Context: an optimization exercise on an open-source flow, tuned for small area and a short achievable clock period. The choices shown serve that exercise and are no tape-out recipe.
Only simulation tests tie the RTL to the original design; equivalence was not proved.
Power figures rest on the tool's default switching activity, not on a simulated workload.

Design multi_push_multi_pop_fifo, start of the top module:
module multi_push_multi_pop_fifo
    #(
        parameter DATA_WIDTH = 13,
        parameter FIFO_DEPTH = 19,
        parameter N          = 3,
        parameter NW         = $clog2 (N + 1),
        parameter DW         = DATA_WIDTH
    )
    (
        input  wire                  clk_i,
        input  wire                  rst_i,
        input  wire [NW-1:0]         push_i,
        input  wire [N*DW-1:0]       push_data_i,
        input  wire [NW-1:0]         pop_i,
        output wire [N*DW-1:0]       pop_data_o,
        output wire [NW-1:0]         can_push_o,
        output wire [NW-1:0]         can_pop_o
    );
Settings: LEC_CHECK=0, CAP_MARGIN=20, CORE_MARGIN=2, CORE_UTILIZATION=40, CTS_BUF_LIST=sky130_fd_sc_hd__clkbuf_4 sky130_fd_sc_hd__clkbuf_8, CTS_CLUSTER_DIAMETER=80, CTS_CLUSTER_SIZE=15, PLACE_DENSITY=0.6, SETUP_SLACK_MARGIN=3.5, SLEW_MARGIN=20; clock period 6.0 ns.
standard.sh (not shown) runs the stock make flow with config.mk's settings and CLKGATE_MAP_FILE= SYNTH_SCRIPT=/design/flow/synth_recipe.tcl, a recipe that flattens the netlist after the stock synthesis.
==> flow/flow/run.sh <==
#!/bin/bash
# Standard ORFS layout (the standard.sh), except that the ports are
# buffered with buf_2 instead of the default pick (clkdlybuf4s50_1).
# Each step's output goes to its own log in the work folder.
set -euo pipefail
W=$PWD
bash standard.sh synth > "$W/synth.log" 2>&1
bash standard.sh "BUFFER_PORTS_ARGS=-buffer_cell sky130_fd_sc_hd__buf_2" finish > "$W/layout.log" 2>&1
The baseline went through all stages and came out clean.
Next try:
==> flow/flow/run.sh (replaced) <==
#!/bin/bash
# Standard ORFS layout (the standard.sh), except that the ports are
# buffered with buf_1 instead of the default pick (clkdlybuf4s50_1).
# Each step's output goes to its own log in the work folder.
set -euo pipefail
W=$PWD
bash standard.sh synth > "$W/synth.log" 2>&1
bash standard.sh "BUFFER_PORTS_ARGS=-buffer_cell sky130_fd_sc_hd__buf_1" finish > "$W/layout.log" 2>&1
PLACE_DENSITY = 0.7   (was 0.6)
=> Routed wire length falls by a few percent; worst setup slack is worse by 19 ps; global-route usage came out lower by 1.0 points; maximum frequency fell slightly.
Next try:
CTS_BUF_LIST = sky130_fd_sc_hd__clkbuf_8 sky130_fd_sc_hd__clkbuf_16   (was sky130_fd_sc_hd__clkbuf_4 sky130_fd_sc_hd__clkbuf_8)
CTS_CLUSTER_DIAMETER = 120   (was 80)
CTS_CLUSTER_SIZE = 30   (was 15)
PLACE_DENSITY = 0.6   (was 0.7)
Sequential power hardly moves.
Non-clock buffer count grows by 14.
Worst hold slack improves by 24 ps.
Cell area climbs by about 0.5%.
Synthesized area stays the same.
Setup slack barely changes.
Routed wire length is higher by about 4.4%.
Sequential share of layout area went down by 0.28 points.
Die area is unchanged.
Maximum frequency hardly moves.
Flip-flop and latch count stays the same.
Next try:
CTS_BUF_LIST = sky130_fd_sc_hd__clkbuf_4 sky130_fd_sc_hd__clkbuf_8   (was sky130_fd_sc_hd__clkbuf_8 sky130_fd_sc_hd__clkbuf_16)
CTS_CLUSTER_DIAMETER = 80   (was 120)
CTS_CLUSTER_SIZE = 15   (was 30)
SETUP_SLACK_MARGIN = 3.4   (was 3.5)
Result:
- The new run produced a clean layout
- wire length shrinks by about 1.8%
- final cell count shrinks by about 0.6%
- maximum frequency shrinks by 2.5%
- first-iteration DRC count grows by 2.0%
- synthesized cell count is unchanged
- setup slack gets worse by 63 ps
- global-route usage grows by 0.40 points


Setup of maple:
The RTL this note starts from:
==> flow/design.v <==
module multi_push_multi_pop_fifo
    #(
        parameter DATA_WIDTH = 13,
        parameter FIFO_DEPTH = 19,
        parameter N          = 3,
        parameter NW         = $clog2 (N + 1),
        parameter DW         = DATA_WIDTH
    )
    (
        input  wire                  clk_i,
        input  wire                  rst_i,
        input  wire [NW-1:0]         push_i,
        input  wire [N*DW-1:0]       push_data_i,
        input  wire [NW-1:0]         pop_i,
        output wire [N*DW-1:0]       pop_data_o,
        output wire [NW-1:0]         can_push_o,
        output wire [NW-1:0]         can_pop_o
    );
    localparam R  = (FIFO_DEPTH - 1 + N - 1) / N;   
    localparam RW = $clog2(R);
    localparam CW = $clog2(FIFO_DEPTH + 1);
    logic [CW-1:0] count_l;
    logic [NW-1:0] can_push_l;
    logic [NW-1:0] can_pop_l;
    logic [DW-1:0] head_l   [N];
    logic [N-1:0]  wr_ph_l;                   
    logic [N-1:0]  rd_ph_l;                   
    logic [RW-1:0] wr_row_l [N];
    logic [RW-1:0] rd_row_l [N];
    logic [DW-1:0] mem_l    [N][R];
    wire  [DW-1:0] pd_w [N];
    for (genvar k = 0; k < N; k++) begin: pd
        assign pd_w[k] = push_data_i[k*DW +: DW];
    end
    logic [2*N:0]  ceq_w;                     
    logic [2*N:0]  cgt_w;                     
    logic [N:0]    cpush_ge_w;                
    logic [N:0]    cpop_ge_w;                 
    logic [CW-1:0] cnt_d_w   [2*N+1];         
    logic [NW-1:0] cpush_d_w [2*N+1];
    logic [NW-1:0] cpop_d_w  [2*N+1];
    always_comb begin
        for (int v = 0; v <= 2*N; v++) begin
            ceq_w[v] = (count_l == v);
            cgt_w[v] = (count_l >  v);
        end
        for (int n = 0; n <= N; n++) begin
            cpush_ge_w[n] = (can_push_l >= n);
            cpop_ge_w[n]  = (can_pop_l  >= n);
        end
        for (int d = 0; d <= 2*N; d++) begin
            logic [CW:0] c;
            c = {1'b0, count_l} + d - N;
            cnt_d_w[d]   = c[CW-1:0];
            cpush_d_w[d] = (FIFO_DEPTH - c < N) ? FIFO_DEPTH - c : N;
            cpop_d_w[d]  = (c > N) ? N : c;
        end
    end
    logic [N:0]    np_oh_w, nq_oh_w;          
    logic [N+1:0]  np_ge_w, nq_ge_w;          
    always_comb begin
        for (int n = 1; n <= N; n++) begin
            np_oh_w[n] = (push_i == n) & cpush_ge_w[n];
            nq_oh_w[n] = (pop_i  == n) & cpop_ge_w[n];
        end
        np_oh_w[0] = ~|np_oh_w[N:1];
        nq_oh_w[0] = ~|nq_oh_w[N:1];
        np_ge_w[N+1] = 1'b0;
        nq_ge_w[N+1] = 1'b0;
        for (int n = N; n >= 0; n--) begin
            np_ge_w[n] = np_ge_w[n+1] | np_oh_w[n];
            nq_ge_w[n] = nq_ge_w[n+1] | nq_oh_w[n];
        end
    end
    logic [2*N:0]  d_oh_w;
    always_comb begin
        d_oh_w = {(2*N+1){1'b0}};
        for (int n = 0; n <= N; n++)
            for (int i = 0; i <= N; i++)
                d_oh_w[n - i + N] = d_oh_w[n - i + N] | (np_oh_w[n] & nq_oh_w[i]);
    end
    logic [CW-1:0] count_next_w;
    logic [NW-1:0] can_push_next_w, can_pop_next_w;
    always_comb begin
        count_next_w    = {CW{1'b0}};
        can_push_next_w = {NW{1'b0}};
        can_pop_next_w  = {NW{1'b0}};
        for (int d = 0; d <= 2*N; d++) begin
            count_next_w    = count_next_w    | ({CW{d_oh_w[d]}} & cnt_d_w[d]);
            can_push_next_w = can_push_next_w | ({NW{d_oh_w[d]}} & cpush_d_w[d]);
            can_pop_next_w  = can_pop_next_w  | ({NW{d_oh_w[d]}} & cpop_d_w[d]);
        end
    end
    logic [DW-1:0] bank_rd_w [N];
    logic [N-1:0]  bank_we_w;
    logic [N-1:0]  bank_re_w;
    logic [DW-1:0] bank_wd_w [N];
    logic [N-1:0]  wr_ph_next_w;
    logic [N-1:0]  rd_ph_next_w;
    always_comb begin
        for (int b = 0; b < N; b++) begin
            bank_we_w[b] = 1'b0;
            bank_re_w[b] = 1'b0;
            bank_wd_w[b] = {DW{1'b0}};
            wr_ph_next_w[b] = 1'b0;
            rd_ph_next_w[b] = 1'b0;
            for (int j = 0; j < N; j++) begin
                if (wr_ph_l[(b - j + N) % N]) begin
                    bank_we_w[b] = bank_we_w[b] | np_ge_w[j + 1];
                    bank_wd_w[b] = bank_wd_w[b] | pd_w[j];
                end
                if (rd_ph_l[(b - j + N) % N])
                    bank_re_w[b] = bank_re_w[b] | nq_ge_w[j + 1];
            end
            for (int m = 0; m <= N; m++) begin
                wr_ph_next_w[b] = wr_ph_next_w[b] | (np_oh_w[m] & wr_ph_l[(b - m % N + N) % N]);
                rd_ph_next_w[b] = rd_ph_next_w[b] | (nq_oh_w[m] & rd_ph_l[(b - m % N + N) % N]);
            end
        end
    end
    logic [DW-1:0] head_next_w [N];
    for (genvar p = 0; p < N; p++) begin: hd
        logic [N-1:0] sel_head;               
        logic [N-1:0] sel_bank;               
        logic [N-1:0] sel_new;                
        always_comb begin
            sel_head = {N{1'b0}};
            sel_bank = {N{1'b0}};
            sel_new  = {N{1'b0}};
            for (int i = 0; i <= N; i++) begin
                if (p + i < N)
                    sel_head[p + i] = nq_oh_w[i] & cgt_w[p + i];
                else
                    for (int b = 0; b < N; b++)
                        sel_bank[b] = sel_bank[b] | (nq_oh_w[i] & cgt_w[p + i] & rd_ph_l[(b - (p + i - N) + N) % N]);
                for (int k = 0; k < N; k++)
                    if (p + i - k >= 0)
                        sel_new[k] = sel_new[k] | (nq_oh_w[i] & ceq_w[p + i - k]);
            end
            head_next_w[p] = {DW{1'b0}};
            for (int e = 0; e < N; e++)
                head_next_w[p] = head_next_w[p] | ({DW{sel_head[e]}} & head_l[e]);
            for (int b = 0; b < N; b++)
                head_next_w[p] = head_next_w[p] | ({DW{sel_bank[b]}} & bank_rd_w[b]);
            for (int k = 0; k < N; k++)
                head_next_w[p] = head_next_w[p] | ({DW{sel_new[k]}} & pd_w[k]);
        end
    end
    always_ff @(posedge clk_i)
        if (rst_i) begin
            count_l    <= {CW{1'b0}};
            can_push_l <= N;
            can_pop_l  <= {NW{1'b0}};
            wr_ph_l    <= 1;
            rd_ph_l    <= 1;                  
        end else begin
            count_l    <= count_next_w;
            can_push_l <= can_push_next_w;
            can_pop_l  <= can_pop_next_w;
            wr_ph_l    <= wr_ph_next_w;
            rd_ph_l    <= rd_ph_next_w;
        end
    always_ff @(posedge clk_i)
        for (int p = 0; p < N; p++)
            head_l[p] <= head_next_w[p];
    generate
        for (genvar b = 0; b < N; b++) begin: bank
            always_ff @(posedge clk_i)
                if (rst_i) begin
                    wr_row_l[b] <= {RW{1'b0}};
                    rd_row_l[b] <= 1;         
                end else begin
                    if (bank_we_w[b]) wr_row_l[b] <= (wr_row_l[b] == R - 1) ? {RW{1'b0}} : wr_row_l[b] + 1'b1;
                    if (bank_re_w[b]) rd_row_l[b] <= (rd_row_l[b] == R - 1) ? {RW{1'b0}} : rd_row_l[b] + 1'b1;
                end
            for (genvar r = 0; r < R; r++) begin: row
                always_ff @(posedge clk_i)
                    if (bank_we_w[b] && wr_row_l[b] == r)
                        mem_l[b][r] <= bank_wd_w[b];
            end
            assign bank_rd_w[b] = mem_l[b][rd_row_l[b]];
        end
        for (genvar p = 0; p < N; p++) begin: port
            assign pop_data_o[p*DW +: DW] = head_l[p];
        end
    endgenerate
    assign can_push_o = can_push_l;
    assign can_pop_o  = can_pop_l;
endmodule
==> flow/config.mk <==
export PLATFORM = sky130hd
export DESIGN_NAME = multi_push_multi_pop_fifo
export DESIGN_NICKNAME = multi_push_multi_pop_fifo
export VERILOG_FILES = /design/flow/design.v
export SDC_FILE = /design/flow/constraint.sdc
export NUM_CORES = 4
export LEC_CHECK = 0
export CAP_MARGIN = 20
export CORE_MARGIN = 2
export CORE_UTILIZATION = 40
export PLACE_DENSITY = 0.6
export SETUP_SLACK_MARGIN = 3.5
export SLEW_MARGIN = 20
==> flow/constraint.sdc <==
create_clock -name core_clock -period 6.0 [get_ports {clk_i}]
set_input_delay 1.2000 -clock core_clock [delete_from_list [all_inputs] [get_ports {clk_i}]]
set_output_delay 1.2000 -clock core_clock [all_outputs]
set_load 0.01 [all_outputs]
==> flow/flow/run.sh <==
#!/bin/bash
# Standard ORFS layout, except that ABC maps the logic with flow/abc_speed.script
# (area-leaner than ORFS's speed script; the registers are mapped as in the
# standard synthesis, before ABC runs). Each step's output goes to its own log.
set -euo pipefail
W=$PWD
rm -rf "$W/scripts_mod"
cp -r "$FLOW_HOME/scripts" "$W/scripts_mod"
cp "$W/flow/abc_speed.script" "$W/scripts_mod/abc_speed.script"
bash standard.sh SCRIPTS_DIR="$W/scripts_mod" synth > "$W/synth.log" 2>&1
bash standard.sh SCRIPTS_DIR="$W/scripts_mod" finish > "$W/layout.log" 2>&1
==> flow/flow/abc_speed.script <==
strash
&get -n
&st
&dch
&nf -R 1000
&put
buffer -c
upsize -c
dnsize -c
The flow did not stop early for maple: all stages ran, and the layout cleared the timing, design-rule and antenna checks.
Input changes introduced in yarrow (baseline for comparison: maple):
==> flow/run.sh (new file) <==
#!/bin/bash
# synth_recipe.tcl (not shown) runs the flow's synth.tcl, then flattens the netlist and writes it again
# the make line also repeats each setting of config.mk as NAME=value (left out here)
make -C /OpenROAD-flow-scripts/flow DESIGN_CONFIG=/design/flow/config.mk WORK_HOME=/design/flow/orfs CLKGATE_MAP_FILE= SYNTH_SCRIPT=/design/flow/synth_recipe.tcl finish
removed: flow/flow/run.sh
removed: flow/flow/abc_speed.script
removed: flow/standard.sh
[summary]
yarrow went all the way through the flow, and no timing, DRC or antenna check failed. No stage failed in maple, and the final checks on the layout all came back clean. For the combinational logic power, yarrow came in 4.9% higher than maple did. Between maple and yarrow, the number of placed instances with taps included is lower for maple. Higher worst setup slack was reported by yarrow, not maple. [compare] base=maple new=yarrow: switching share of power climbed 0.26 points; routed length on met2 saw an increase.
Here is what was changed in the inputs of cedar compared with yarrow.
==> flow/flow/run.sh (new file) <==
#!/bin/bash
# Standard ORFS layout, except that ABC maps the logic with flow/abc_speed.script
# (area-leaner than ORFS's speed script; the registers are mapped as in the
# standard synthesis, before ABC runs). Each step's output goes to its own log.
# Ports are buffered with buf_4 instead of the default pick (clkdlybuf4s50_1).
set -euo pipefail
W=$PWD
rm -rf "$W/scripts_mod"
cp -r "$FLOW_HOME/scripts" "$W/scripts_mod"
cp "$W/flow/abc_speed.script" "$W/scripts_mod/abc_speed.script"
bash standard.sh SCRIPTS_DIR="$W/scripts_mod" synth > "$W/synth.log" 2>&1
bash standard.sh SCRIPTS_DIR="$W/scripts_mod" "BUFFER_PORTS_ARGS=-buffer_cell sky130_fd_sc_hd__buf_4" finish > "$W/layout.log" 2>&1
==> flow/flow/abc_speed.script (new file) <==
strash
&get -n
&st
&dch
&nf -R 1000
&put
buffer -c
upsize -c
dnsize -c
==> flow/standard.sh (new file) <==
#!/bin/bash
# synth_recipe.tcl (not shown) runs the flow's synth.tcl, then flattens the netlist and writes it again
# the make line also repeats each setting of config.mk as NAME=value (left out here)
make -C /OpenROAD-flow-scripts/flow DESIGN_CONFIG=/design/flow/config.mk WORK_HOME=/design/flow/orfs CLKGATE_MAP_FILE= SYNTH_SCRIPT=/design/flow/synth_recipe.tcl "${@:-finish}"
removed: flow/run.sh
## What came out
- Fmax: cedar worse than yarrow
- [compare] base=yarrow new=cedar: synthesized-area fraction occupied by adder cells went up by 0.18 points; total wirelength of the detailed-routed design went down by 21%; minimum setup slack among reg-to-reg paths went down by 30 ps.
- cedar: ratio of routed vias to standard cells is 4.2% lower than what yarrow reported.
- Higher share of the clock period used by the worst path among cedar and yarrow: cedar
- Going from yarrow to cedar, the die area was shrunk.
- Between cedar and yarrow, the count of clock-net buffers in the final layout is higher for yarrow.
- Measured against cedar, the multi-input gate count of yarrow comes out at 1.12 times the reference value.
- Between cedar and yarrow, the met2 usage in global routing is higher for yarrow.
- Part of the power in the clock network was lower in the run labelled cedar.

[afterwards: timing with drivers on the ports]
The flow's constraints put no driver on any port. The routed layouts listed below were extracted and timed again, unchanged, in two steps.
Step 1 sets driving cells, clkbuf_16 on the clock port and buf_2 on the other inputs (assumed; they add their load-dependent delay and slew).
Step 2, shift: input delay + t, output delay - t, t = (earliest + latest rising clock arrival at the registers) / 2. This alone moves slack from input paths to output paths.
a / b / c = no drivers / after step 1 / after step 2; a / b = the first two.
run	shift t [ns]	slack for setup (ns)	worst slew at a driven data input, ns
the first run of note 1	0.633	3.532 / 3.504 / 2.901	0.08
the second run of note 1	0.637	3.513 / 3.469 / 2.922	0.11
the third run of note 1	0.565	3.512 / 3.491 / 2.926	0.08
the fourth run of note 1	0.663	3.449 / 3.429 / 2.812	0.09
maple	0.574	3.423 / 3.427 / 2.853	0.05
yarrow	0.605	3.440 / 3.460 / 2.855	0.08
cedar	0.589	3.422 / 3.435 / 2.846	0.06
After both steps setup and hold are still met in every run listed. The setup slack of the fourth run of note 1, which loses most, moves by -0.020 ns with the drivers and by -0.637 ns with both steps.
